From an optimization exercise on the open Yosys and OpenROAD flow, aimed at small area; shortcuts taken in it are not production practice. In this exercise RTL edits were held to simulation tests only and were not proved equivalent to the original. Power is estimated from default activity; no workload was simulated.

### design.v
`default_nettype none
`default_nettype none
`default_nettype none
module rca #(parameter N = 8) (
    input  [N-1:0] a,
    input  [N-1:0] b,
    input          ci,
    output [N-1:0] s
);
    wire [N:0] c;
    assign c[0] = ci;
    genvar i;
    generate
        for (i = 0; i < N; i = i + 1) begin : bit_
            assign s[i]   = a[i] ^ b[i] ^ c[i];
            assign c[i+1] = (a[i] & b[i]) | (c[i] & (a[i] ^ b[i]));
        end
    endgenerate
endmodule
`default_nettype none
module tb_hw (
    input clk,
    input rst,
    output out_test,
    input uart_rx,
    output rpi_tx,
    input sck_in,
    input ws_in,
    input sd_in,
    output out_test2,
    output [7:0] led
);
    wire rstn = ~rst;
    reg uart_m, uart_s;
    reg sck_m, sck_s;
    reg ws_m, ws_s;
    reg sd_m, sd_s;
    always @(posedge clk) begin
        uart_m <= uart_rx & rstn;
        uart_s <= uart_m & rstn;
        sck_m  <= sck_in & rstn;
        sck_s  <= sck_m & rstn;
    end
    always @(posedge clk) begin
        ws_m <= ws_in; ws_s <= ws_m;
        sd_m <= sd_in; sd_s <= sd_m;
    end
    assign rpi_tx = uart_s;
    reg sck_d1, sck_d2;
    always @(posedge clk) begin
        sck_d1 <= sck_s & rstn;
        sck_d2 <= sck_d1 & rstn;
    end
    wire sck_p = sck_d1 & ~sck_d2;
    wire sck_n = ~sck_d1 & sck_d2;
    wire p_ld = sck_p & rstn;
    wire p_hd = ~sck_p & rstn;
    reg wsd, wsd1;
    always @(posedge clk) begin
        wsd  <= (ws_s & p_ld) | (wsd  & p_hd);
        wsd1 <= (wsd  & p_ld) | (wsd1 & p_hd);
    end
    wire wsp = wsd ^ wsd1;
    wire sample_clk = wsd1 & ~wsd;
    reg [3:0] counter;
    always @(posedge clk) begin
        if (rst) counter <= 4'd0;
        else if (sck_n) begin
            if (wsp) counter <= 4'd15;
            else if (counter != 4'd0) counter <= counter - 4'd1;
        end
    end
    reg [15:0] buffer;
    wire sd_r = sd_s & rstn;
    genvar gi;
    generate
        for (gi = 0; gi < 16; gi = gi + 1) begin : g_buf
            wire wr = rst | (sck_p & (counter == gi));
            always @(posedge clk) buffer[gi] <= wr ? sd_r : buffer[gi];
        end
    endgenerate
    reg [15:0] left_channel, right_channel;
    wire ld_l = sck_p & wsd & ~wsd1;
    wire ld_r = sck_p & sample_clk;
    wire l_ld = ld_l & rstn, l_hd = ~ld_l & rstn;
    wire r_ld = ld_r & rstn, r_hd = ~ld_r & rstn;
    always @(posedge clk) begin
        left_channel  <= (buffer & {16{l_ld}}) | (left_channel  & {16{l_hd}});
        right_channel <= (buffer & {16{r_ld}}) | (right_channel & {16{r_hd}});
    end
    reg [16:0] dac_l, dac_r;
    wire [16:0] dac_l_nx, dac_r_nx;
    wire pos_l = ~dac_l[16];
    wire pos_r = ~dac_r[16];
    rca #(17) u_add_l (.a(dac_l), .b({pos_l, ~left_channel[15],  left_channel[14:0]}),  .ci(pos_l), .s(dac_l_nx));
    rca #(17) u_add_r (.a(dac_r), .b({pos_r, ~right_channel[15], right_channel[14:0]}), .ci(pos_r), .s(dac_r_nx));
    always @(posedge clk) begin
        dac_l <= dac_l_nx | {17{rst}};
        dac_r <= dac_r_nx | {17{rst}};
    end
    assign out_test  = pos_l;
    assign out_test2 = pos_r;
    reg [30:0] ema;
    wire [15:0] ema_hi = ema[30:15];
    wire [16:0] ema_d;
    wire [15:0] ema_x  = right_channel & {16{sample_clk}};
    wire [15:0] ema_nh = ~(ema_hi & {16{sample_clk}});
    rca #(17) u_ema_sub (.a({ema_x[15], ema_x}), .b({ema_nh[15], ema_nh}), .ci(1'b1), .s(ema_d));
    wire s = ema_d[16];
    wire [18:0] dx  = {{2{s}}, ema_d};               
    wire [18:0] d4x = {ema_d[16:0], 2'b00};          
    wire [18:0] cs_s;                                 
    wire [18:0] cs_c;                                 
    assign cs_c[0] = 1'b0;
    generate
        for (gi = 0; gi < 18; gi = gi + 1) begin : g_csa
            assign cs_s[gi]   = ema[gi] ^ dx[gi] ^ d4x[gi];
            assign cs_c[gi+1] = (ema[gi] & dx[gi]) | (ema[gi] & d4x[gi]) | (dx[gi] & d4x[gi]);
        end
    endgenerate
    assign cs_s[18] = ema[18];
    wire [19:0] ema_lo_nx;
    rca #(20) u_ema_lo (.a({1'b0, cs_s}), .b({1'b0, cs_c}), .ci(1'b0), .s(ema_lo_nx));
    wire ema_inc = ema_lo_nx[19] & ~s;
    wire ema_dec = ~ema_lo_nx[19] & s;
    wire [11:0] ones, zeros;
    assign ones[0] = 1'b1;
    assign zeros[0] = 1'b1;
    generate
        for (gi = 1; gi < 12; gi = gi + 1) begin : g_pre
            assign ones[gi]  = ones[gi-1] & ema[18+gi];
            assign zeros[gi] = zeros[gi-1] & ~ema[18+gi];
        end
    endgenerate
    wire [11:0] ema_flip = ({12{ema_inc}} & ones) | ({12{ema_dec}} & zeros);
    wire [30:0] ema_nx = {ema[30:19] ^ ema_flip, ema_lo_nx[18:0]};
    always @(posedge clk) ema <= ema_nx & {31{rstn}};
    wire [14:0] mlo = ema_hi[14:0];
    wire neg = ema_hi[15];
    function automatic ge(input n, input [14:0] lo, input [15:0] t);
        ge = n ? (lo != 15'd0) && ({1'b0, lo} <= 16'd32768 - t) : ({1'b0, lo} >= t);
    endfunction
    wire [6:0] th = {ge(neg, mlo, 16'd29205), ge(neg, mlo, 16'd7336), ge(neg, mlo, 16'd1464),
                     ge(neg, mlo, 16'd368), ge(neg, mlo, 16'd93), ge(neg, mlo, 16'd19), ge(neg, mlo, 16'd5)};
    wire [2:0] lvl = {th[3], th[5] | (th[1] & ~th[3]), th[6] | (th[4] & ~th[5]) | (th[2] & ~th[3]) | (th[0] & ~th[1])};
    reg [2:0] lvl1, lvl2, lvl3;
    reg on;
    always @(posedge clk) begin
        lvl1 <= lvl & {3{rstn}};
        lvl2 <= lvl1 & {3{rstn}};
        lvl3 <= lvl2;
        on <= rstn;
    end
    wire [7:0] bar = {8{on}} & {lvl3 == 3'd7, lvl3 >= 3'd6, lvl3 >= 3'd5, lvl3 >= 3'd4,
                                lvl3 >= 3'd3, lvl3 >= 3'd2, lvl3 >= 3'd1, 1'b1};
    assign led = ~{bar[0], bar[1], bar[2], bar[3], bar[4], bar[5], bar[6], bar[7]};
endmodule
### flow/run.sh
#!/bin/bash
# Standard ORFS layout with three changes: ports buffered with buf_1 cells,
# clock tree built from clkbuf_8 cells without dummy loads, and larger
# sink clusters.  Each tool's output is in orfs/logs; make's own output goes
# to flow_make.log.
set -euo pipefail
bash standard.sh \
  "BUFFER_PORTS_ARGS=-buffer_cell sky130_fd_sc_hd__buf_1" \
  "CTS_ARGS=-sink_clustering_enable -repair_clock_nets -dont_use_dummy_load -buf_list sky130_fd_sc_hd__clkbuf_4 -sink_clustering_size 20 -sink_clustering_max_diameter 60" \
  finish > flow_make.log 2>&1
### standard.sh
#!/bin/bash
# synth_recipe.tcl (not shown) runs the flow's synth.tcl, then flattens the netlist and writes it again
# the make line also repeats each setting of config.mk as NAME=value (left out here)
make -C /OpenROAD-flow-scripts/flow DESIGN_CONFIG=/design/flow/config.mk WORK_HOME=/design/flow/orfs CLKGATE_MAP_FILE= SYNTH_SCRIPT=/design/flow/synth_recipe.tcl "${@:-finish}"
### config.mk
export PLATFORM = sky130hd
export DESIGN_NAME = tb_hw
export DESIGN_NICKNAME = tb_hw
export VERILOG_FILES = /design/flow/design.v
export SDC_FILE = /design/flow/constraint.sdc
export NUM_CORES = 4
export LEC_CHECK = 0
export CAP_MARGIN = 5
export CORE_MARGIN = 2
export CORE_UTILIZATION = 55
export SLEW_MARGIN = 5
export SYNTH_MEMORY_MAX_BITS = 262144
### constraint.sdc
create_clock -name core_clock -period 10.0 [get_ports {clk}]
set_input_delay 2.0000 -clock core_clock [delete_from_list [all_inputs] [get_ports {clk}]]
set_output_delay 2.0000 -clock core_clock [all_outputs]
set_load 0.01 [all_outputs]
==> implementation parameters, run 1 <==
Parameter                              Value

Status
  Run status  timing/DRC/antenna clean

Floorplan
  Effective utilization at floorplan    55.9%
  Std-Cell Rows    41
  Die Width    117 um
  Core Footprint    0.0126 sq mm
  I/O Pins    17
  Vertical die dimension    117 um
  Area of the die    0.0137 sq mm

Clock network
  Number of setup buffers added after CTS    0
  CTS buffer count    17
  Cell at the root of the clock tree    sky130_fd_sc_hd__clkbuf_4
  H-tree level count    4
  Clock-pin slew on the worst setup and hold paths    0.09 ns
  Hold-fix buffer count after cts    0
  Max Buffers Root-to-Sink    2
  Clock network latency to the later pin of the worst-skew pair    0.54 ns
  Sinks on the clock net    139
  TritonCTS clock tree    yes

Detailed routing
  DR vias/cell    5.48
  Final wirelength    13,800 um
  Via total after detailed routing    4,582
  Remaining DRCs    0
  Antenna violation net count after detailed routing    0
  Number of detailed-routing iterations run before antenna repair    5
  Routed wirelength normalized by instance count    16.6 um
  1st-iter DRT viols    346

Timing
  Unrepaired setup endpoints after global routing    true
  Slew Limit Headroom    22.2%
  Final worst setup slack    0.154 ns
  Transition time of the tightest slew-check pin    1.17 ns
  Maximum clock frequency    102 MHz
  Period Utilization, post-route    98.5%
  Final Hold Violating Endpoints    0
  Setup violation total in the final timing report    0
  Hold slack final    0.334 ns
  Final min period    9.85 ns
  Pins over their slew limit    0
  Final clock skew    0.0413 ns

Global routing
  Most used routing layer    met2
  Grt ovf    0
  GRT Total Usage    21.8%
  GR Layer Usage met1    29.1%
  Met2 track utilization from global routing    35.0%
  Initial antenna violation count    0
  Global-route wire length before repair    22,600 um
  Pin count of the biggest net entering global routing    83
  Met3 Use GR    5.72%
  Number of global-route vias before repair    4,651

Worst setup path
  CP delay by family, top    adder cells
  Logic depth of the worst setup path including buffers    34
  Biggest cell delay along the critical path    0.55 ns
  Data required time at the worst endpoint    10.42 ns
  Crit path buffers/inverters    5
  Start-to-end type of the worst setup path    flip-flop to flip-flop
  Worst Reg2Reg Path Length in Cells    34
  Endpoint class of the critical path    flip-flop
  Slowest CP cell    sky130_fd_sc_hd__fa_2
  Endpoint arrival time on the critical path    10.27 ns
  Critical Path Most Common Cell    sky130_fd_sc_hd__fa_2
  Launching element type of the critical path    flip-flop
  Maximum fanout along the worst path    13

Layout
  Antenna diode count    0
  Final core area utilization    60.0%
  Post-route non-filler standard cell count    836
  Share of cells above drive strength 1    15.7%
  Fin nets    749
  Area grow syn2layout    7.21%
  # fillers    1,070

Logic synthesis
  Post-Syn Area per Cell    10.8 sq um
  Cell count after synthesis    653
  Netlist cell types    50
  Seq/Total Area, Yosys    41.9%
  Count of flip-flops with a built-in enable after synthesis    16
  Top flip-flop cell by instance count after synthesis    sky130_fd_sc_hd__dfxtp_1
  Share of flip-flops with an asynchronous set or reset after synthesis    0%
  Area of the mapped netlist    0.00703 sq mm
  Post-synthesis sequential element count    139
  Synthesized net count    736
  Yosys Warn Count    1

Worst hold path
  Hold Crit Class    flip-flop to flip-flop
  Number of cells traversed by the worst hold path    0

Power and ir drop
  Total power draw    1.10 mW
  Pwr dens    146 mW/mm^2
  Static power due to leakage    2.85 nW
  Peak supply drop    0.0000948 V

Place
  Weighted congestion at the end of routability-driven global placement    0.832
  Worst setup slack after placement    -0.0545 ns
  Placed wire-length estimate after detailed placement    9950 um
  Placed Instances    819
  Quantity of I/O buffers inserted on ports    16

Run
  Max-cap violation count    0
[final timing paths]
path	start	end	slack, ns
min reg2reg	lvl2[2]	lvl3[2]	0.33
max	wsd	ema[29]	0.15
max reg2reg	wsd	ema[29]	0.15
min	lvl2[2]	lvl3[2]	0.33
[registers in the layout (all words and copies together), names as in the netlist, 3 cells and up]
register	flops
lvl3	3
lvl1	3
counter	4
dac_r	17
buffer	16
ema	31
right_channel	16
dac_l	17
lvl2	3
left_channel	16
[synth_stat cells, drive strengths merged (5+ instances only)]
master	n	area share, %
a31oi	7	0.62
or2	35	3.1
dfxtp	123	35
o31ai	6	0.64
a22o	32	4.0
xnor2	31	3.9
nand2	38	2.0
edfxtp	16	6.8
nand2b	7	0.62
ha	12	2.1
o21ai	22	1.6
or3	5	0.59
xor2	10	1.2
clkbuf	36	1.9
nand3	11	0.78
a21oi	18	1.3
nand4	5	0.44
nor2b	32	2.8
maj3	13	1.9
and2	19	1.7
nor2	36	1.9
nor3	7	0.50
fa	65	19
inv	24	1.3
[stage by stage]
stage	area (sq um)	setup TNS [ns]
after floorplan	7090	0
after global placement	7360	0
after detailed placement	7360	-0.0545
after CTS	7510	0
after global routing	7540	-0.128
final	7540	0
[per-layer routing]
metal | up-vias | routed length (um)
li1 | 2221 | -
met1 | 2240 | 6590
met2 | 100 | 6460
met3 | 21 | 553
met4 | 0 | 239
met5 | - | 0
[timing repair]
item | CTS | global route
setup endpoints to repair | 1 | 6
gates resized for setup | 5 | 9
pin swaps | 0 | 1
[final cells by class]
| type | instances | area (sq um) | share of cell area, % |
|---|---|---|---|
| inverter | 24 | 90.1 | 1.20 |
| tap | 172 | 215 | 2.86 |
| sequential | 139 | 2940 | 39.1 |
| timing repair buffer | 34 | 209 | 2.77 |
| multi-input combinational | 450 | 3950 | 52.4 |
| clock buffer | 17 | 128 | 1.69 |
[cell usage in the layout (no fill, tap or decap), types with 3 or more instances in the layout]
master                      instances
sky130_fd_sc_hd__a22o_1            32
sky130_fd_sc_hd__o21bai_1           3
sky130_fd_sc_hd__nor4_1             4
sky130_fd_sc_hd__maj3_1            13
sky130_fd_sc_hd__nor2_1            36
sky130_fd_sc_hd__nor3_1             6
sky130_fd_sc_hd__xor2_1            10
sky130_fd_sc_hd__and2_1            19
sky130_fd_sc_hd__buf_1             15
sky130_fd_sc_hd__clkbuf_4          17
sky130_fd_sc_hd__o31ai_1            6
sky130_fd_sc_hd__or3_4              3
sky130_fd_sc_hd__nand4_1            5
sky130_fd_sc_hd__nand2_1           38
sky130_fd_sc_hd__nor2b_1           32
sky130_fd_sc_hd__fa_2              25
sky130_fd_sc_hd__nand2b_1           6
sky130_fd_sc_hd__ha_1              11
sky130_fd_sc_hd__xnor2_1           31
sky130_fd_sc_hd__fa_1              40
sky130_fd_sc_hd__a2111oi_0          3
sky130_fd_sc_hd__a21oi_1           18
sky130_fd_sc_hd__dfxtp_1          122
sky130_fd_sc_hd__or2_2             34
sky130_fd_sc_hd__o21ai_0           22
sky130_fd_sc_hd__edfxtp_1          16
sky130_fd_sc_hd__inv_1             23
sky130_fd_sc_hd__nand3_1           11
sky130_fd_sc_hd__a31oi_1            7
sky130_fd_sc_hd__buf_4             17
[cells by family (layout without fill, tap and decap cells)]
group                      Yosys count  in the layout  share of synthesized area (%)
xor gates and xnor gates            41             41                           5.11
and+or+nand+nor                    208            208                           15.9
adders and majority gates           90             90                           22.5
AOI/OAI and AO/OA                  111            111                           11.2
buffers and inverters               64             75                           3.42
DFF                                139            139                           41.9
[report_power, final]
part	total [mW]	switching, mW	leakage [nW]	internal [mW]
clock	0.246	0.169	0.0782	0.0776
combinational	0.186	0.0856	1.61	0.100
sequential	0.665	0.0344	1.16	0.630
total	1.10	0.289	2.85	0.808
[worst reg2reg max path, delay by kind of cell, from the launching register on]
| family | cells | cell delay [ns] |
|---|---|---|
| adders and majority gates | 22 | 7.60 |
| AOI/OAI and AO/OA | 1 | 0.30 |
| and+or+nand+nor | 5 | 1.06 |
| DFF | 1 | 0.35 |
| buffers and inverters | 5 | 0.35 |
| xor gates and xnor gates | 1 | 0.09 |
==> run 2: changes to the inputs <==
--- a/config.mk
+++ b/config.mk
@@ -5,8 +5,8 @@
 export SDC_FILE = /design/flow/constraint.sdc
 export NUM_CORES = 4
 export LEC_CHECK = 0
-export CAP_MARGIN = 5
+export CAP_MARGIN = 20
 export CORE_MARGIN = 2
 export CORE_UTILIZATION = 55
-export SLEW_MARGIN = 5
+export SLEW_MARGIN = 20
 export SYNTH_MEMORY_MAX_BITS = 262144
==> run 2 against run 1 <==
Effect of this change:
- sequential cell count unchanged
- sequential share of layout area about the same
- cell count unchanged
- area after synthesis unchanged
==> implementation parameters, run 2 <==
Parameter                              Value

Clock network
  Sinks on the clock net    139 (unchanged)
  Hold-fix buffer count after cts    0 (unchanged)
  Clock network latency to the later pin of the worst-skew pair    0.54 ns (about the same)
  CTS buffer count    17 (unchanged)
  H-tree level count    4 (unchanged)
  Clock-pin slew on the worst setup and hold paths    0.10 ns (about the same)
  TritonCTS clock tree    yes
  Max Buffers Root-to-Sink    2 (unchanged)
  Number of setup buffers added after CTS    0 (unchanged)
  Cell at the root of the clock tree    sky130_fd_sc_hd__clkbuf_4

Logic synthesis
  Mux cell area share after synthesis    0% (unchanged)
  Top-area cell type share of the netlist area    35.0% (unchanged)
  Top post-synthesis cells by area    sky130_fd_sc_hd__dfxtp_1, sky130_fd_sc_hd__fa_1, sky130_fd_sc_hd__edfxtp_1
  Adder and majority cell fraction of the synthesized area    22.5% (unchanged)
  Post-synthesis sequential element count    139 (unchanged)
  Yosys Warn Count    1 (unchanged)
  Cell with the most instances after synthesis    sky130_fd_sc_hd__dfxtp_1
  Netlist cell types    50 (unchanged)
  Seq/Total Area, Yosys    41.9% (unchanged)
  Synthesized net count    736 (unchanged)
  Area share of xor/xnor cells in the synthesized design    5.11% (unchanged)
  Post-Synth Simple-Gate Area    15.9% (unchanged)
  Top cells by instance count after synthesis    sky130_fd_sc_hd__dfxtp_1, sky130_fd_sc_hd__fa_1, sky130_fd_sc_hd__nand2_1
  Yosys top cell by area    sky130_fd_sc_hd__dfxtp_1
  Area of the mapped netlist    0.00703 sq mm (unchanged)
  Count of flip-flops with a built-in enable after synthesis    16 (unchanged)
  Area fraction in compound gates after synthesis    11.2% (unchanged)
  Share of flip-flops with an asynchronous set or reset after synthesis    0% (unchanged)
  Post-Syn Area per Cell    10.8 sq um (unchanged)
  Cell count after synthesis    653 (unchanged)
  Top flip-flop cell by instance count after synthesis    sky130_fd_sc_hd__dfxtp_1
  Largest family of logic cells by synthesized area    adder cells

Timing
  Slew Limit Headroom    33.5% (+11 points)
  Pins over their slew limit    0 (unchanged)
  Transition time of the tightest slew-check pin    0.996 ns (-0.170 ns)
  Period Utilization, post-route    98.5% (about the same)
  Setup violation total in the final timing report    0 (unchanged)
  Final Hold Violating Endpoints    0 (unchanged)
  Final clock skew    0.0413 ns (-0.0000690 ns)
  Final min period    9.85 ns (+0.00158 ns)
  Maximum clock frequency    102 MHz (about the same)
  Unrepaired setup endpoints after global routing    true

Floorplan
  Std-Cell Rows    41 (unchanged)
  I/O Pins    17 (unchanged)
  Core Footprint    0.0126 sq mm (unchanged)
  Vertical die dimension    117 um (unchanged)
  Effective utilization at floorplan    55.9% (unchanged)
  Area of the die    0.0137 sq mm (unchanged)
  Die Width    117 um (unchanged)

Global routing
  Grt ovf    0 (unchanged)
  GRT Total Usage    21.8% (unchanged)
  Global-route wire length before repair    22,600 um (unchanged)
  Met3 Use GR    5.72% (unchanged)
  GR Layer Usage met1    29.1% (unchanged)
  Met2 track utilization from global routing    35.0% (unchanged)
  Most used routing layer    met2
  Initial antenna violation count    0 (unchanged)
  Pin count of the biggest net entering global routing    83 (unchanged)
  Number of global-route vias before repair    4,651 (unchanged)

Layout
  Fin nets    749 (unchanged)
  Flip-flop count of the largest register after layout    31 (unchanged)
  Most common cell after layout, fill and taps aside    sky130_fd_sc_hd__dfxtp_1
  Register ranked first by flip-flop count    ema
  # fillers    1,071 (+0.093%)
  Area grow syn2layout    7.26% (about the same)
  Share of cells above drive strength 1    15.8% (+0.15 points)
  Post-layout instance area    0.00754 sq mm (about the same)
  Final core area utilization    60.0% (about the same)
  Largest registers    ema: 31 flops, dac_l: 17 flops, dac_r: 17 flops
  Antenna diode count    0 (unchanged)
  Storage cell area    0.00294 sq mm (unchanged)
  Commonest cells after routing, fill and taps aside    sky130_fd_sc_hd__dfxtp_1, sky130_fd_sc_hd__fa_1, sky130_fd_sc_hd__nand2_1, sky130_fd_sc_hd__nor2_1, sky130_fd_sc_hd__or2_2
  Total area of multi-input combinational cells    0.00396 sq mm (about the same)

Power and ir drop
  Pwr dens    146 mW/mm^2 (about the same)
  Cell-internal power    0.808 mW (about the same)
  Static power due to leakage    2.85 nW (about the same)
  Clock share of power    22.5% (about the same)
  Share of total power in sequential cells    60.6% (about the same)
  Peak supply drop    0.0000953 V (+0.59%)
  P_sw    0.289 mW (about the same)
  Proportion of power drawn by combinational gates    17.0% (about the same)
  Switching power share of the total    26.3% (about the same)

Worst setup path
  Data required time at the worst endpoint    10.42 ns (about the same)
  Biggest cell delay along the critical path    0.55 ns (about the same)
  Maximum fanout along the worst path    13 (unchanged)
  Crit path buffers/inverters    5 (unchanged)
  Endpoint class of the critical path    flip-flop
  Slowest CP cell    sky130_fd_sc_hd__fa_2
  Endpoint arrival time on the critical path    10.27 ns (about the same)
  CP delay by family, top    adder cells
  Launching element type of the critical path    flip-flop
  Start-to-end type of the worst setup path    flip-flop to flip-flop
  Critical Path Most Common Cell    sky130_fd_sc_hd__fa_2

Detailed routing
  Routed wirelength normalized by instance count    16.5 um (-0.27%)
  Remaining DRCs    0 (unchanged)
  Antenna violation net count after detailed routing    0 (unchanged)
  Final wirelength    13,800 um (-0.27%)
  1st-iter DRT viols    359 (+3.8%)
  Via total after detailed routing    4,603 (+0.46%)
  Number of detailed-routing iterations run before antenna repair    4 (-1)
  DR vias/cell    5.51 (+0.46%)

Place
  Weighted congestion at the end of routability-driven global placement    0.832 (unchanged)
  Placed wire-length estimate after detailed placement    9950 um (unchanged)
  DP Area    0.00736 sq mm (unchanged)
  Quantity of I/O buffers inserted on ports    16 (unchanged)

Status
  Run status  timing/DRC/antenna clean

Worst hold path
  Hold Crit Class    flip-flop to flip-flop

Run
  Max-cap violation count    0 (unchanged)
## run 2: final cells by class
class	instances	share of cell area, %
multi-input cells	450	52.4
flip-flops and latches	139	39.0
well taps	172	2.85
repair buffers	34	2.77
clock buffers	17	1.69
inverters	24	1.19
## run 2: stage by stage
stage	setup slack [ns]	total power [mW]	hold WS, ns	std cells	TNS (ns)
after CTS	0.0116	1.11	0.336	836	0
after floorplan	0.0433	0.812	0.310	653	0
after global routing	-0.127	1.18	0.342	836	-0.128
final	0.152	1.10	0.335	836	0
after global placement	0.0598	0.849	0.310	819	0
after detailed placement	-0.0545	0.865	0.312	819	-0.0545
## run 2: per-layer routing
metal  vias to the layer above  routed length, um
li1                       2225                  -
met1                      2250               6520
met2                       108               6460
met3                        20                587
met4                         0                236
met5                         -                  0
## run 2: kinds of logic (layout without fill, tap and decap cells)
family	after synthesis	count (layout)
DFF	139	139
adders and majority gates	90	90
and+or+nand+nor	208	208
xor gates and xnor gates	41	41
buffers and inverters	64	75
AOI/OAI and AO/OA	111	111
## run 2: what timing repair did
action / 4_1_cts / 5_1_grt
resized for setup: 5 / 9
endpoints found under the setup margin: 1 / 6
pin swaps: 0 / 1
## run 2: final timing paths
check / startpoint / slack [ns] / cells after the start / endpoint
worst min register to register: lvl2[2] / 0.33 / 0 / lvl3[2]
worst min-delay path: lvl2[2] / 0.33 / 0 / lvl3[2]
worst max-delay path: wsd / 0.15 / 34 / ema[29]
worst max register to register: wsd / 0.15 / 34 / ema[29]
## run 2: power groups by stage
stage | clock, mW | combinational (mW) | sequential (mW)
2_1_floorplan | 0 | 0.141 | 0.670
3_3_place_gp | 0 | 0.173 | 0.676
3_5_place_dp | 0 | 0.187 | 0.678
4_1_cts | 0.254 | 0.193 | 0.666
5_1_grt | 0.279 | 0.225 | 0.673
6_report | 0.246 | 0.186 | 0.664
==> run 3: changes to the inputs <==
--- a/config.mk
+++ b/config.mk
@@ -8,5 +8,6 @@
 export CAP_MARGIN = 20
 export CORE_MARGIN = 2
 export CORE_UTILIZATION = 55
+export GPL_TIMING_DRIVEN = 0
 export SLEW_MARGIN = 20
 export SYNTH_MEMORY_MAX_BITS = 262144
==> run 3 against run 2 <==
Effect of this change:
- now fails the layout checks on negative setup slack
- critical path depth is the same
- non-clock buffer count up 29
- synthesized cell count stayed put
- critical path type unchanged
- highest routed layer unchanged
==> implementation parameters, run 3 <==
Parameter                              Value

Clock network
  Sinks on the clock net    139 (unchanged)
  H-tree level count    4 (unchanged)
  Cell at the root of the clock tree    sky130_fd_sc_hd__clkbuf_4
  Hold-fix buffer count after cts    0 (unchanged)
  Clock-pin slew on the worst setup and hold paths    0.10 ns (about the same)
  TritonCTS clock tree    yes
  Clock network latency to the later pin of the worst-skew pair    0.53 ns (about the same)
  Max Buffers Root-to-Sink    2 (unchanged)
  CTS buffer count    17 (unchanged)

Global routing
  Pin count of the biggest net entering global routing    17 (-80%)
  GRT Total Usage    22.9% (+1.0 points)
  Met3 Use GR    6.02% (+0.31 points)
  Initial antenna violation count    0 (unchanged)
  Most used routing layer    met2
  Global-route wire length before repair    23,600 um (+4.7%)
  Grt ovf    0 (unchanged)
  Number of global-route vias before repair    4,698 (+1.0%)
  Met2 track utilization from global routing    36.0% (+1.1 points)
  GR Layer Usage met1    31.6% (+2.5 points)

Worst setup path
  Endpoint class of the critical path    flip-flop
  Slowest CP cell    sky130_fd_sc_hd__fa_2
  Maximum fanout along the worst path    7 (-6)
  Biggest cell delay along the critical path    0.59 ns (+0.04 ns)
  Critical Path Most Common Cell    sky130_fd_sc_hd__fa_2
  Endpoint arrival time on the critical path    10.41 ns (+0.14 ns)
  Worst Reg2Reg Path Length in Cells    34 (unchanged)
  Worst r2r src    wsd
  Launching element type of the critical path    flip-flop
  Flop2flop setup slack    -0.004 ns (-0.16 ns)
  Start-to-end type of the worst setup path    flip-flop to flip-flop
  Terminus of the critical flop-to-flop path    ema[29]
  Data required time at the worst endpoint    10.41 ns (about the same)

Timing
  Transition time of the tightest slew-check pin    0.958 ns (-0.0376 ns)
  Unrepaired setup endpoints after global routing    true
  Final Hold Violating Endpoints    0 (unchanged)
  Maximum clock frequency    100 MHz (-1.6%)
  Pins over their slew limit    0 (unchanged)
  Final worst setup slack    -0.00423 ns (-0.156 ns)
  Final min period    10.00 ns (+0.156 ns)
  Hold slack final    0.335 ns (+0.000329 ns)
  Slew Limit Headroom    36.0% (+2.5 points)
  Final clock skew    0.0377 ns (-0.00355 ns)
  Setup violation total in the final timing report    1 (+1)
  Period Utilization, post-route    100% (+1.6 points)

Floorplan
  Vertical die dimension    117 um (unchanged)
  Std-Cell Rows    41 (unchanged)
  Area of the die    0.0137 sq mm (unchanged)
  Die Width    117 um (unchanged)
  Core Footprint    0.0126 sq mm (unchanged)
  Effective utilization at floorplan    55.9% (unchanged)
  I/O Pins    17 (unchanged)

Status
  Run status    failed layout checks
  Layout check faults    negative setup slack

Layout
  Register ranked first by flip-flop count    ema
  Total area of multi-input combinational cells    0.00398 sq mm (+0.51%)
  Final core area utilization    60.7% (+0.73 points)
  Share of cells above drive strength 1    14.4% (-1.4 points)
  Area grow syn2layout    8.56%
  Fin nets    778 (+3.9%)
  Storage cell area    0.00294 sq mm (unchanged)
  Commonest cells after routing, fill and taps aside    sky130_fd_sc_hd__dfxtp_1, sky130_fd_sc_hd__fa_1, sky130_fd_sc_hd__nand2_1, sky130_fd_sc_hd__nor2_1, sky130_fd_sc_hd__clkbuf_1
  Most common cell after layout, fill and taps aside    sky130_fd_sc_hd__dfxtp_1
  Largest registers    ema: 31 flops, dac_l: 17 flops, dac_r: 17 flops
  Flip-flop count of the largest register after layout    31 (unchanged)
  # fillers    1,075 (+0.37%)
  Post-layout instance area    0.00763 sq mm (+1.2%)

Logic synthesis
  Top flip-flop cell by instance count after synthesis    sky130_fd_sc_hd__dfxtp_1
  Count of flip-flops with a built-in enable after synthesis    16 (unchanged)
  Top post-synthesis cells by area    sky130_fd_sc_hd__dfxtp_1, sky130_fd_sc_hd__fa_1, sky130_fd_sc_hd__edfxtp_1
  Post-Syn Area per Cell    10.8 sq um (unchanged)
  Cell with the most instances after synthesis    sky130_fd_sc_hd__dfxtp_1
  Seq/Total Area, Yosys    41.9% (unchanged)
  Yosys Warn Count    1 (unchanged)
  Area of the mapped netlist    0.00703 sq mm (unchanged)
  Top cells by instance count after synthesis    sky130_fd_sc_hd__dfxtp_1, sky130_fd_sc_hd__fa_1, sky130_fd_sc_hd__nand2_1
  Synthesized net count    736 (unchanged)
  Post-synthesis sequential element count    139 (unchanged)
  Netlist cell types    50 (unchanged)
  Top-area cell type share of the netlist area    35.0% (unchanged)
  Yosys top cell by area    sky130_fd_sc_hd__dfxtp_1
  Cell count after synthesis    653 (unchanged)
  Share of flip-flops with an asynchronous set or reset after synthesis    0% (unchanged)

Worst hold path
  Number of cells traversed by the worst hold path    0 (unchanged)
  Startpoint of the tightest hold check path    ws_m
  Hold Crit Class    flip-flop to flip-flop
  Capture endpoint of the worst hold path    ws_s

Power and ir drop
  Peak supply drop    0.0000947 V (-0.60%)
  Static power due to leakage    2.84 nW (-0.56%)
  Pwr dens    143 mW/mm^2 (-1.5%)

Detailed routing
  Via total after detailed routing    4,734 (+2.8%)
  Antenna violation net count after detailed routing    0 (unchanged)
  Remaining DRCs    0 (unchanged)
  Routed wirelength normalized by instance count    16.6 um (+0.31%)
  1st-iter DRT viols    326 (-9.2%)
  Number of detailed-routing iterations run before antenna repair    5 (+1)
  Final wirelength    14,300 um (+3.9%)
  DR vias/cell    5.47 (-0.72%)

Place
  Quantity of I/O buffers inserted on ports    16 (unchanged)
  Placed wire-length estimate after detailed placement    11,000 um (+11%)
  Weighted congestion at the end of routability-driven global placement    0.877 (+5.5%)
  Worst setup slack after placement    -0.519 ns (-0.464 ns)
  DP Area    0.00736 sq mm (about the same)

Run
  Max-cap violation count    0 (unchanged)
[run 3: cell counts after synthesis]
No cell type changed its count.
[run 3: cell families (layout without fill, tap and decap cells)]
family | after synthesis | count (layout) | share of synthesized area [%]
AND/OR/NAND/NOR | 208 | 208 | 15.9
flip-flops | 139 | 139 | 41.9
AO/OA/AOI/OAI | 111 | 111 | 11.2
adder cells (fa/ha/maj) | 90 | 90 | 22.5
buffers and inverters | 64 | 104 | 3.42
XOR/XNOR | 41 | 41 | 5.11
other | 0 | 1 | 0
[run 3: repair_timing]
action                                  in CTS  in global routing
pin swaps                                    3                  2
gates resized for setup                     15                 10
setup buffers                                3                  4
endpoints found under the setup margin       4                  4
[run 3: power by group]
group | internal [mW] | switching, mW | leakage [nW] | total (mW)
logic | 0.101 | 0.0868 | 1.59 | 0.188
registers | 0.630 | 0.0325 | 1.16 | 0.663
clock network | 0.0777 | 0.166 | 0.0782 | 0.244
total | 0.809 | 0.285 | 2.84 | 1.09
[run 3: how the worst max path moves through the flow]
stage / from / endpoint / depth (start not counted) / slack, ns
global route: wsd / ema[29] / 34 / -0.24
floorplan: wsd / ema[29] / 35 / 0.04
global placement: wsd / ema[29] / 34 / -0.40
finish: wsd / ema[29] / 34 / -0.004
detailed placement: wsd / ema[29] / 35 / -0.52
CTS: wsd / ema[29] / 34 / -0.07
[run 3: metrics by stage]
step	instances	TNS, ns	power, mW
global route	865	-0.431	1.17
global placement	841	-0.551	0.854
CTS	861	-0.0713	1.11
detailed placement	841	-0.952	0.867
finish	866	-0.00423	1.09
floorplan	653	0	0.812
[run 3: final cells by class]
type / count / share of cell area, %
Tap cell: 172 / 2.82
Multi-Input combinational cell: 450 / 52.1
Antenna cell: 1 / 0.0328
Timing Repair Buffer: 23 / 1.52
Inverter: 24 / 1.18
Sequential cell: 139 / 38.6
Clock buffer: 17 / 1.67
Buffer: 40 / 2.11
[run 3: worst max-delay path, delay by kind of cell (launching register included)]
family / cells / cell delay, ns
compound gates: 1 / 0.27
buf+inv: 5 / 0.29
flops: 1 / 0.35
simple gates: 5 / 1.13
xor+xnor: 1 / 0.11
fa+ha+maj: 22 / 7.75
[run 3: metal layers]
layer	wire [um]	share of wire, %
met5	0	0
met4	200	1.4
met3	739	5.2
met1	6640	46
met2	6760	47
==> run 4: changes to the inputs <==
==> flow/run.sh (replaced) <==
#!/bin/bash
# Layout flow: the standard ORFS flow with these changes.
#  - Synthesis: the standard script with SYNTH_ARGS=-noabc, which skips the
#    quick ABC pass that runs before full-adder extraction, so the design's
#    full adders are all found.  Its registers are checked against the
#    standard synthesis (made first, in orfs_ref/); if they differ, the
#    standard synthesis is used instead.
#  - Ports are buffered with buf_1 cells.
#  - The clock tree uses clkbuf_4 cells and no dummy loads.
# Every tool writes its log under orfs/logs (and orfs_ref/logs); make's own
# output goes to make_*.log here.
set -euo pipefail
W=$PWD
RES=orfs/results/$FLOW_PLATFORM/tb_hw/base
REF=orfs_ref/results/$FLOW_PLATFORM/tb_hw/base

bash standard.sh WORK_HOME=$W/orfs_ref synth > make_ref_synth.log 2>&1

own_ok=1
bash standard.sh SYNTH_ARGS=-noabc synth > make_own_synth.log 2>&1 || own_ok=0
if [[ $own_ok == 1 ]] && python3 flow/check_regs.py $REF/1_2_yosys.v $RES/1_2_yosys.v > check_regs.log 2>&1; then
  echo "own synthesis used" >> check_regs.log
else
  echo "standard synthesis used" >> check_regs.log
  rm -rf orfs
  bash standard.sh synth > make_std_synth.log 2>&1
fi

bash standard.sh \
  "BUFFER_PORTS_ARGS=-buffer_cell sky130_fd_sc_hd__buf_1" \
  "CTS_ARGS=-sink_clustering_enable -repair_clock_nets -dont_use_dummy_load -buf_list sky130_fd_sc_hd__clkbuf_4" \
  finish > make_finish.log 2>&1
==> flow/check_regs.py (new file) <==
# Compare the registers of two netlists: same instance names, same cell
# type apart from the drive strength.  Exit 1 on any difference.
import re, sys
def regs(path):
    txt = open(path).read()
    out = {}
    for typ, name in re.findall(r'^\s*(sky130_fd_sc_hd__\w+)\s+(\S+)\s*\(', txt, re.M):
        base = re.sub(r'_\d+$', '', typ)
        if re.search(r'__(e|s|se)?df|__dl', base):
            out[name] = base
    return out
a, b = regs(sys.argv[1]), regs(sys.argv[2])
if a != b or not a:
    print("register mismatch:", len(a), len(b))
    for k in sorted(set(a) ^ set(b))[:20]:
        print("  only in one:", k)
    for k in sorted(set(a) & set(b)):
        if a[k] != b[k]:
            print("  type differs:", k, a[k], b[k])
    sys.exit(1)
print("registers match:", len(a))
--- a/config.mk
+++ b/config.mk
@@ -8,6 +8,5 @@
 export CAP_MARGIN = 20
 export CORE_MARGIN = 2
 export CORE_UTILIZATION = 55
-export GPL_TIMING_DRIVEN = 0
 export SLEW_MARGIN = 20
 export SYNTH_MEMORY_MAX_BITS = 262144
==> run 4 against run 3 <==
Effect of this change:
- now clean on timing, DRC and antenna
- core utilization is 0.24 points higher
- clock power hardly changed
- cell area is 0.39% higher
- global-route usage is 0.88 points lower
- synthesized cell count is 1.8% higher
==> implementation parameters, run 4 <==
Parameter                              Value

Status
  Run status  timing/DRC/antenna clean

Power and ir drop
  Cell-internal power    0.815 mW (+0.76%)
  Peak supply drop    0.0000985 V (+4.0%)
  Proportion of power drawn by combinational gates    17.5% (+0.3 points)
  Clock share of power    22.2% (about the same)
  Switching power share of the total    26.4% (+0.31 points)
  Pwr dens    144 mW/mm^2 (+0.79%)
  Total power draw    1.11 mW (+1.2%)
  P_sw    0.292 mW (+2.4%)
  Static power due to leakage    3.07 nW (+8.1%)
  Share of total power in sequential cells    60.3% (-0.3 points)

Place
  Placed wire-length estimate after detailed placement    9780 um (-11%)
  Placed Instances    841 (unchanged)
  Quantity of I/O buffers inserted on ports    16 (unchanged)
  Weighted congestion at the end of routability-driven global placement    0.803 (-8.4%)
  DP Area    0.00742 sq mm (+0.82%)
  Worst setup slack after placement    -0.165 ns (+0.353 ns)

Logic synthesis
  Top post-synthesis cells by area    sky130_fd_sc_hd__dfxtp_1, sky130_fd_sc_hd__fa_1, sky130_fd_sc_hd__edfxtp_1
  Area of the mapped netlist    0.00704 sq mm (+0.18%)
  Count of flip-flops with a built-in enable after synthesis    16 (unchanged)
  Post-Syn Area per Cell    10.6 sq um (-1.6%)
  Post-synthesis sequential element count    139 (unchanged)
  Netlist cell types    54 (+8.0%)
  Yosys Warn Count    1 (unchanged)
  Cell count after synthesis    665 (+1.8%)
  Synthesized net count    763 (+3.7%)
  Cell with the most instances after synthesis    sky130_fd_sc_hd__dfxtp_1
  Yosys top cell by area    sky130_fd_sc_hd__dfxtp_1
  Share of flip-flops with an asynchronous set or reset after synthesis    0% (unchanged)
  Top cells by instance count after synthesis    sky130_fd_sc_hd__dfxtp_1, sky130_fd_sc_hd__nand2_1, sky130_fd_sc_hd__fa_1
  Seq/Total Area, Yosys    41.8% (-0.074 points)
  Top flip-flop cell by instance count after synthesis    sky130_fd_sc_hd__dfxtp_1
  Top-area cell type share of the netlist area    35.0% (-0.062 points)

Detailed routing
  Number of detailed-routing iterations run before antenna repair    5 (unchanged)
  Routed wirelength normalized by instance count    15.7 um (-4.9%)
  DR vias/cell    5.36 (-1.9%)
  Final wirelength    13,600 um (-5.2%)
  Antenna violation net count after detailed routing    0 (unchanged)
  1st-iter DRT viols    323 (-0.92%)
  Remaining DRCs    0 (unchanged)
  Via total after detailed routing    4,626 (-2.3%)

Timing
  Final clock skew    0.0382 ns (+0.000489 ns)
  Maximum clock frequency    102 MHz (+2.0%)
  Pins over their slew limit    0 (unchanged)
  Period Utilization, post-route    98.1% (-2.0 points)
  Final min period    9.81 ns (-0.199 ns)
  Unrepaired setup endpoints after global routing    true
  Slew Limit Headroom    35.3% (-0.65 points)
  Final Hold Violating Endpoints    0 (unchanged)
  Final worst setup slack    0.195 ns (+0.199 ns)
  Transition time of the tightest slew-check pin    0.968 ns (+0.00972 ns)
  Setup violation total in the final timing report    0 (-1)

Global routing
  Global-route wire length before repair    23,000 um (-2.5%)
  Initial antenna violation count    0 (unchanged)
  Number of global-route vias before repair    4,719 (+0.45%)
  Grt ovf    0 (unchanged)
  GRT Total Usage    22.0% (-0.88 points)
  Pin count of the biggest net entering global routing    55 (+38)

Clock network
  H-tree level count    4 (unchanged)
  Clock network latency to the later pin of the worst-skew pair    0.54 ns (about the same)
  Cell at the root of the clock tree    sky130_fd_sc_hd__clkbuf_4
  Sinks on the clock net    139 (unchanged)
  TritonCTS clock tree    yes
  Clock-pin slew on the worst setup and hold paths    0.10 ns (about the same)
  CTS buffer count    17 (unchanged)
  Max Buffers Root-to-Sink    2 (unchanged)

Floorplan
  Die Width    117 um (about the same)
  Vertical die dimension    117 um (about the same)
  Std-Cell Rows    41 (unchanged)
  I/O Pins    17 (unchanged)
  Effective utilization at floorplan    56.0% (+0.10 points)
  Core Footprint    0.0126 sq mm (unchanged)
  Area of the die    0.0137 sq mm (+0.17%)

Layout
  Register ranked first by flip-flop count    ema
  Largest registers    ema: 31 flops, dac_l: 17 flops, dac_r: 17 flops
  Flip-flop count of the largest register after layout    31 (unchanged)
  Post-route non-filler standard cell count    863 (-0.35%)
  Most common cell after layout, fill and taps aside    sky130_fd_sc_hd__dfxtp_1
  Share of cells above drive strength 1    19.2% (+4.8 points)
  Post-layout instance area    0.00766 sq mm (+0.39%)
  Commonest cells after routing, fill and taps aside    sky130_fd_sc_hd__dfxtp_1, sky130_fd_sc_hd__nand2_1, sky130_fd_sc_hd__fa_1, sky130_fd_sc_hd__or2_2
  Area grow syn2layout    8.79%
  Antenna diode count    0 (-1)
  Fin nets    791 (+1.7%)

Worst setup path
  Biggest cell delay along the critical path    0.53 ns (-0.06 ns)
  Maximum fanout along the worst path    6 (-1)
  Slowest CP cell    sky130_fd_sc_hd__fa_2
  Data required time at the worst endpoint    10.41 ns (about the same)
  Critical Path Most Common Cell    sky130_fd_sc_hd__fa_2
  Flop2flop setup slack    0.19 ns (+0.20 ns)
  Start-to-end type of the worst setup path    flip-flop to flip-flop
  Launching element type of the critical path    flip-flop
  Endpoint arrival time on the critical path    10.22 ns (-0.19 ns)
  Endpoint class of the critical path    flip-flop

Run
  Max-cap violation count    0 (unchanged)

Worst hold path
  Hold Crit Class    flip-flop to flip-flop
run 4: metrics by stage:
stage	setup TNS (ns)	hold WS, ns	util [%]
floorplan	0	0.310	-
global placement	0	0.312	59.1
detailed placement	-0.517	0.315	59.1
CTS	0	0.326	60.3
global route	-0.210	0.321	61.0
finish	0	0.328	61.0
run 4: critical path: cells and delay by family, from the launching register on:
kind / cells / cell delay (ns)
buffers and inverters: 3 / 0.16
multiplexers: 1 / 0.18
flip-flops: 1 / 0.34
XOR/XNOR: 1 / 0.14
AND/OR/NAND/NOR: 5 / 1.07
adder cells (fa/ha/maj): 23 / 7.78
run 4: cells by family after synthesis:
family | Yosys count | synth area share (%)
compound gates | 89 | 8.58
fa+ha+maj | 92 | 24.9
flops | 139 | 41.8
simple gates | 260 | 18.9
mux | 3 | 0.426
xor+xnor | 11 | 1.37
buf+inv | 71 | 4.05
run 4: area by class of cell:
type	instances	area (sq um)
clock buffers	17	128
multi-input cells	455	3960
fillers	1090	4910
flip-flops and latches	139	2940
well taps	172	215
inverters	33	124
repair buffers	47	294
run 4: path summary, 6_finish.rpt:
check | from | endpoint | cells past startpoint
worst max register to register | wsd | ema[28] | 33
worst max-delay path | wsd | ema[28] | 33
worst min register to register | lvl2[0] | lvl3[0] | 0
worst min-delay path | lvl2[0] | lvl3[0] | 0
run 4: layer usage:
layer	global-route usage [%]	part of all wire [%]	up-vias
met5	0	0	-
met4	6.51	1.5	0
met3	5.66	4.4	18
met2	34.1	47	108
met1	30.6	47	2273
li1	-	-	2227
run 4: repair_timing:
item | in CTS | in global routing
cloned | 0 | 0
buffers inserted | 0 | 5
setup endpoints to repair | 6 | 8
resized for setup | 4 | 16
pin swaps | 2 | 14
hold buffers | 0 | 0
run 4: power groups by stage:
stage | logic, mW | registers [mW] | clock network, mW
final | 0.193 | 0.667 | 0.246
after global routing | 0.233 | 0.678 | 0.275
after CTS | 0.198 | 0.670 | 0.255
after detailed placement | 0.192 | 0.682 | 0
after global placement | 0.182 | 0.681 | 0
after floorplan | 0.147 | 0.675 | 0
==> run 5: changes to the inputs <==
==> flow/run.sh (replaced) <==
#!/bin/bash
# Layout flow: the standard ORFS flow with these changes.
#  - Synthesis: the standard script, but without the quick ABC pass before
#    full-adder extraction, and with an area-oriented ABC script for the final
#    mapping.  Its registers are checked against the standard synthesis (made
#    first, in orfs_ref/); if they differ, the standard synthesis is used.
#  - Ports are buffered with buf_1 cells.
#  - The clock tree uses clkbuf_4 cells and no dummy loads.
# Every tool writes its log under orfs/logs (and orfs_ref/logs); make's own
# output goes to make_*.log here.
set -euo pipefail
W=$PWD
RES=orfs/results/$FLOW_PLATFORM/tb_hw/base
REF=orfs_ref/results/$FLOW_PLATFORM/tb_hw/base

# reference: the standard synthesis
bash standard.sh WORK_HOME=$W/orfs_ref synth > make_ref_synth.log 2>&1

# own synthesis
mkdir -p own
sed 's#^\(\s*\)log_cmd abc {\*}\$abc_args#\1set abc_args [lreplace $abc_args 1 1 '"$W"'/flow/abc_area.script]\n\1log_cmd abc {*}$abc_args#' \
  "$FLOW_HOME/scripts/synth.tcl" > own/synth_core.tcl
grep -q "flow/abc_area.script" own/synth_core.tcl
sed "s#source \$::env(SCRIPTS_DIR)/synth.tcl#source $W/own/synth_core.tcl#" synth_recipe.tcl > own/synth.tcl
grep -q "own/synth_core.tcl" own/synth.tcl
own_ok=1
bash standard.sh SYNTH_SCRIPT=$W/own/synth.tcl SYNTH_ARGS=-noabc synth > make_own_synth.log 2>&1 || own_ok=0
if [[ $own_ok == 1 ]] && python3 flow/check_regs.py $REF/1_2_yosys.v $RES/1_2_yosys.v > check_regs.log 2>&1; then
  echo "own synthesis used" >> check_regs.log
else
  echo "standard synthesis used" >> check_regs.log
  rm -rf orfs
  bash standard.sh synth > make_std_synth.log 2>&1
fi

bash standard.sh \
  "BUFFER_PORTS_ARGS=-buffer_cell sky130_fd_sc_hd__buf_1" \
  "CTS_ARGS=-sink_clustering_enable -repair_clock_nets -dont_use_dummy_load -buf_list sky130_fd_sc_hd__clkbuf_4" \
  finish > make_finish.log 2>&1
==> flow/abc_area.script (new file) <==
strash
dc2
&get -n
&st
&dch -f
&nf -p -R 1000
&st
&dch -f
&nf -p -R 1000
&put
topo
==> run 5 against run 4 <==
Effect of this change:
- combinational power fell by about 10%
- cell area is 0.46% higher
- synthesized cell count shrank 9.0%
- sequential cell count is the same
- register-to-register slack better by 0.04 ns
- core utilization rose by 2.9 points
- worst hold slack gained 0.0056 ns
- sequential share of layout area is 0.16 points lower
- global-route usage grew 0.62 points
- critical path type unchanged
- largest cell class unchanged
- largest power group unchanged
==> implementation parameters, run 5 <==
Parameter                              Value

Logic synthesis
  Top-area cell type share of the netlist area    36.2% (+1.2 points)
  Post-synthesis sequential element count    139 (unchanged)
  Top cells by instance count after synthesis    sky130_fd_sc_hd__dfxtp_1, sky130_fd_sc_hd__fa_1, sky130_fd_sc_hd__nand2_1
  Yosys Warn Count    1 (unchanged)
  Cell with the most instances after synthesis    sky130_fd_sc_hd__dfxtp_1
  Share of flip-flops with an asynchronous set or reset after synthesis    0% (unchanged)
  Synthesized net count    703 (-7.9%)
  Area of the mapped netlist    0.00680 sq mm (-3.4%)
  Yosys top cell by area    sky130_fd_sc_hd__dfxtp_1
  Count of flip-flops with a built-in enable after synthesis    16 (unchanged)
  Top flip-flop cell by instance count after synthesis    sky130_fd_sc_hd__dfxtp_1
  Seq/Total Area, Yosys    43.3% (+1.5 points)
  Top post-synthesis cells by area    sky130_fd_sc_hd__dfxtp_1, sky130_fd_sc_hd__fa_1, sky130_fd_sc_hd__edfxtp_1
  Netlist cell types    38 (-30%)
  Post-Syn Area per Cell    11.2 sq um (+6.1%)
  Cell count after synthesis    605 (-9.0%)

Worst setup path
  Terminus of the critical flop-to-flop path    ema[29]
  Endpoint arrival time on the critical path    10.19 ns (-0.03 ns)
  Slowest CP cell    sky130_fd_sc_hd__fa_2
  Worst r2r src    wsd
  Endpoint class of the critical path    flip-flop
  Critical Path Most Common Cell    sky130_fd_sc_hd__fa_2
  Flop2flop setup slack    0.23 ns (+0.04 ns)
  Biggest cell delay along the critical path    0.56 ns (+0.03 ns)
  Launching element type of the critical path    flip-flop
  Maximum fanout along the worst path    7 (+1)
  Data required time at the worst endpoint    10.42 ns (about the same)
  Worst Reg2Reg Path Length in Cells    35 (+6.1%)
  Start-to-end type of the worst setup path    flip-flop to flip-flop

Layout
  Flip-flop count of the largest register after layout    31 (unchanged)
  Share of cells above drive strength 1    17.6% (-1.7 points)
  Fin nets    778 (-1.6%)
  Commonest cells after routing, fill and taps aside    sky130_fd_sc_hd__dfxtp_1, sky130_fd_sc_hd__nand2_1, sky130_fd_sc_hd__fa_1, sky130_fd_sc_hd__buf_4, sky130_fd_sc_hd__nor2b_1
  Antenna diode count    0 (unchanged)
  Final core area utilization    63.8% (+2.9 points)
  # fillers    973 (-11%)
  Register ranked first by flip-flop count    ema
  Area grow syn2layout    13.2%
  Most common cell after layout, fill and taps aside    sky130_fd_sc_hd__dfxtp_1
  Largest registers    ema: 31 flops, dac_l: 17 flops, dac_r: 17 flops

Timing
  Setup violation total in the final timing report    0 (unchanged)
  Final min period    9.77 ns (-0.0374 ns)
  Unrepaired setup endpoints after global routing    true
  Sum of negative setup slack    0 ns (unchanged)
  Slew Limit Headroom    34.9% (-0.39 points)
  Maximum clock frequency    102 MHz (+0.38%)
  Transition time of the tightest slew-check pin    0.970 ns (+0.00177 ns)
  Final Hold Violating Endpoints    0 (unchanged)
  Pins over their slew limit    0 (unchanged)
  Final clock skew    0.0432 ns (+0.00499 ns)
  Period Utilization, post-route    97.7% (-0.37 points)

Floorplan
  Area of the die    0.0133 sq mm (-3.3%)
  Core Footprint    0.0121 sq mm (-4.0%)
  I/O Pins    17 (unchanged)
  Vertical die dimension    115 um (-1.7%)
  Effective utilization at floorplan    56.4% (+0.34 points)
  Std-Cell Rows    40 (-2.4%)
  Die Width    115 um (-1.7%)

Clock network
  Sinks on the clock net    139 (unchanged)
  H-tree level count    4 (unchanged)
  Clock network latency to the later pin of the worst-skew pair    0.53 ns (about the same)
  Max Buffers Root-to-Sink    2 (unchanged)
  Clock-pin slew on the worst setup and hold paths    0.09 ns (about the same)
  Cell at the root of the clock tree    sky130_fd_sc_hd__clkbuf_4
  TritonCTS clock tree    yes
  CTS buffer count    17 (unchanged)

Power and ir drop
  Total power draw    1.07 mW (-3.2%)
  Static power due to leakage    3.03 nW (-1.0%)
  Clock share of power    22.3% (about the same)
  Share of total power in sequential cells    61.5% (+1.2 points)
  Peak supply drop    0.0000843 V (-14%)
  P_sw    0.280 mW (-4.3%)
  Switching power share of the total    26.1% (-0.28 points)
  Proportion of power drawn by combinational gates    16.2% (-1.3 points)
  Cell-internal power    0.792 mW (-2.9%)
  Pwr dens    139 mW/mm^2 (-3.7%)

Worst hold path
  Number of cells traversed by the worst hold path    0 (unchanged)
  Startpoint of the tightest hold check path    lvl2[0]
  Capture endpoint of the worst hold path    lvl3[0]
  Hold Crit Class    flip-flop to flip-flop

Detailed routing
  Antenna violation net count after detailed routing    0 (unchanged)
  1st-iter DRT viols    426 (+32%)
  Number of detailed-routing iterations run before antenna repair    5 (unchanged)
  Via total after detailed routing    4,654 (+0.61%)
  Remaining DRCs    0 (unchanged)
  DR vias/cell    5.50 (+2.6%)
  Routed wirelength normalized by instance count    15.9 um (+1.3%)
  Final wirelength    13,500 um (-0.74%)

Status
  Run status  timing/DRC/antenna clean

Run
  Max-cap violation count    0 (unchanged)

Global routing
  Initial antenna violation count    0 (unchanged)
  Pin count of the biggest net entering global routing    77 (+40%)
  GRT Total Usage    22.6% (+0.62 points)
  Global-route wire length before repair    22,700 um (-1.5%)
  Grt ovf    0 (unchanged)
  Number of global-route vias before repair    4,637 (-1.7%)

Place
  Placed wire-length estimate after detailed placement    9740 um (-0.44%)
  Weighted congestion at the end of routability-driven global placement    0.864 (+7.6%)
  Quantity of I/O buffers inserted on ports    16 (unchanged)
## run 5: cell count changes after synthesis, moves of 7 or more
cell | previous run | this run
sky130_fd_sc_hd__nand3_1 | 11 | 27
sky130_fd_sc_hd__a22o_1 | 16 | 32
sky130_fd_sc_hd__clkbuf_1 | 31 | 0
sky130_fd_sc_hd__nor2b_1 | 31 | 38
sky130_fd_sc_hd__and2_1 | 16 | 0
sky130_fd_sc_hd__or2_2 | 33 | 0
sky130_fd_sc_hd__a21oi_1 | 30 | 22
sky130_fd_sc_hd__nand2_1 | 105 | 56
sky130_fd_sc_hd__or2_0 | 0 | 33
sky130_fd_sc_hd__clkinv_1 | 0 | 32
sky130_fd_sc_hd__inv_1 | 33 | 0
sky130_fd_sc_hd__o21ai_0 | 6 | 18
sky130_fd_sc_hd__and2_0 | 0 | 19
## run 5: logic make-up after synthesis
family / synth area share [%]
buffers and inverters: 1.77
adders and majority gates: 25.8
DFF: 43.3
AOI/OAI and AO/OA: 10.6
xor gates and xnor gates: 0.386
and+or+nand+nor: 17.9
muxes: 0.331
## run 5: through the flow
stage / cells / hold slack [ns] / worst slack (ns) / area [sq um]
after global routing: 846 / 0.343 / -0.0942 / 7700
after detailed placement: 823 / 0.314 / -0.359 / 7390
final: 846 / 0.333 / 0.232 / 7700
after floorplan: 605 / 0.310 / 0.00264 / 6860
after CTS: 841 / 0.336 / 0.0178 / 7570
after global placement: 823 / 0.311 / -0.165 / 7390
## run 5: worst max path at each step
stage	end	slack [ns]	start	cells after the start
floorplan	ema[29]	0.003	wsd	35
global placement	ema[29]	-0.16	wsd	35
detailed placement	ema[29]	-0.36	wsd	35
CTS	ema[29]	0.02	wsd	35
global route	ema[29]	-0.09	wsd	35
finish	ema[29]	0.23	wsd	35
## run 5: per-layer routing
metal  track usage (%)  wire [um]  up-vias
li1                  -          -     2227
met2              34.6       6340      118
met1              31.5       6250     2283
met3              6.01        668       26
met4              7.71        235        0
met5                 0          0        -
## run 5: layout make-up
type / instances / area (sq um) / share of cell area (%)
Multi-Input combinational cell: 434 / 3910 / 50.8
Sequential cell: 139 / 2950 / 38.3
Timing Repair Buffer: 56 / 362 / 4.70
Tap cell: 168 / 210 / 2.73
Inverter: 32 / 143 / 1.85
Clock buffer: 17 / 128 / 1.66
## run 5: what timing repair did
action / in CTS / in global routing
pin swaps: 8 / 11
setup buffers: 1 / 5
setup endpoints to repair: 7 / 9
hold buffers: 0 / 0
gates resized for setup: 18 / 31
## run 5: power groups by stage
stage	registers, mW	logic, mW	clock network (mW)
after floorplan	0.667	0.123	0
after global placement	0.672	0.161	0
after detailed placement	0.672	0.171	0
after CTS	0.661	0.178	0.251
after global routing	0.670	0.215	0.275
final	0.659	0.173	0.239
## run 5: critical path: cells and delay by family, from the launching register on
family                     cells  cell delay [ns]
AOI/OAI and AO/OA              3             0.35
adders and majority gates     23             7.96
buffers and inverters          3             0.15
DFF                            1             0.36
and+or+nand+nor                6             0.81

==> port drivers added, routing unchanged <==
The flow's constraints put no driver on any port. The routed layouts listed below were extracted and timed again, unchanged, in two steps. Step 1 sets driving cells, clkbuf_16 on the clock port and buf_2 on the other inputs (assumed; they add their load-dependent delay and slew). Step 2 also shifts input and output timing later by t, the mid clock arrival at the registers, as if the neighbouring blocks saw the same clock. a / b / c = ideal ports / drivers / drivers and shift; a / b = the first two.
run | shift t [ns] | setup slack, ns | worst hold slack (ns) | slew at the worst register clock pin (ns)
run 1 | 0.555 | 0.154 / 0.154 / 0.154 | 0.334 / 0.334 / 0.334 | 0.12 / 0.12
run 2 | 0.553 | 0.152 / 0.152 / 0.152 | 0.335 / 0.335 / 0.335 | 0.12 / 0.12
run 3 | 0.545 | -0.004 / -0.004 / -0.004 | 0.335 / 0.335 / 0.335 | 0.12 / 0.12
run 4 | 0.559 | 0.195 / 0.195 / 0.195 | 0.328 / 0.328 / 0.328 | 0.11 / 0.11
run 5 | 0.544 | 0.232 / 0.232 / 0.232 | 0.333 / 0.333 / 0.333 | 0.11 / 0.11
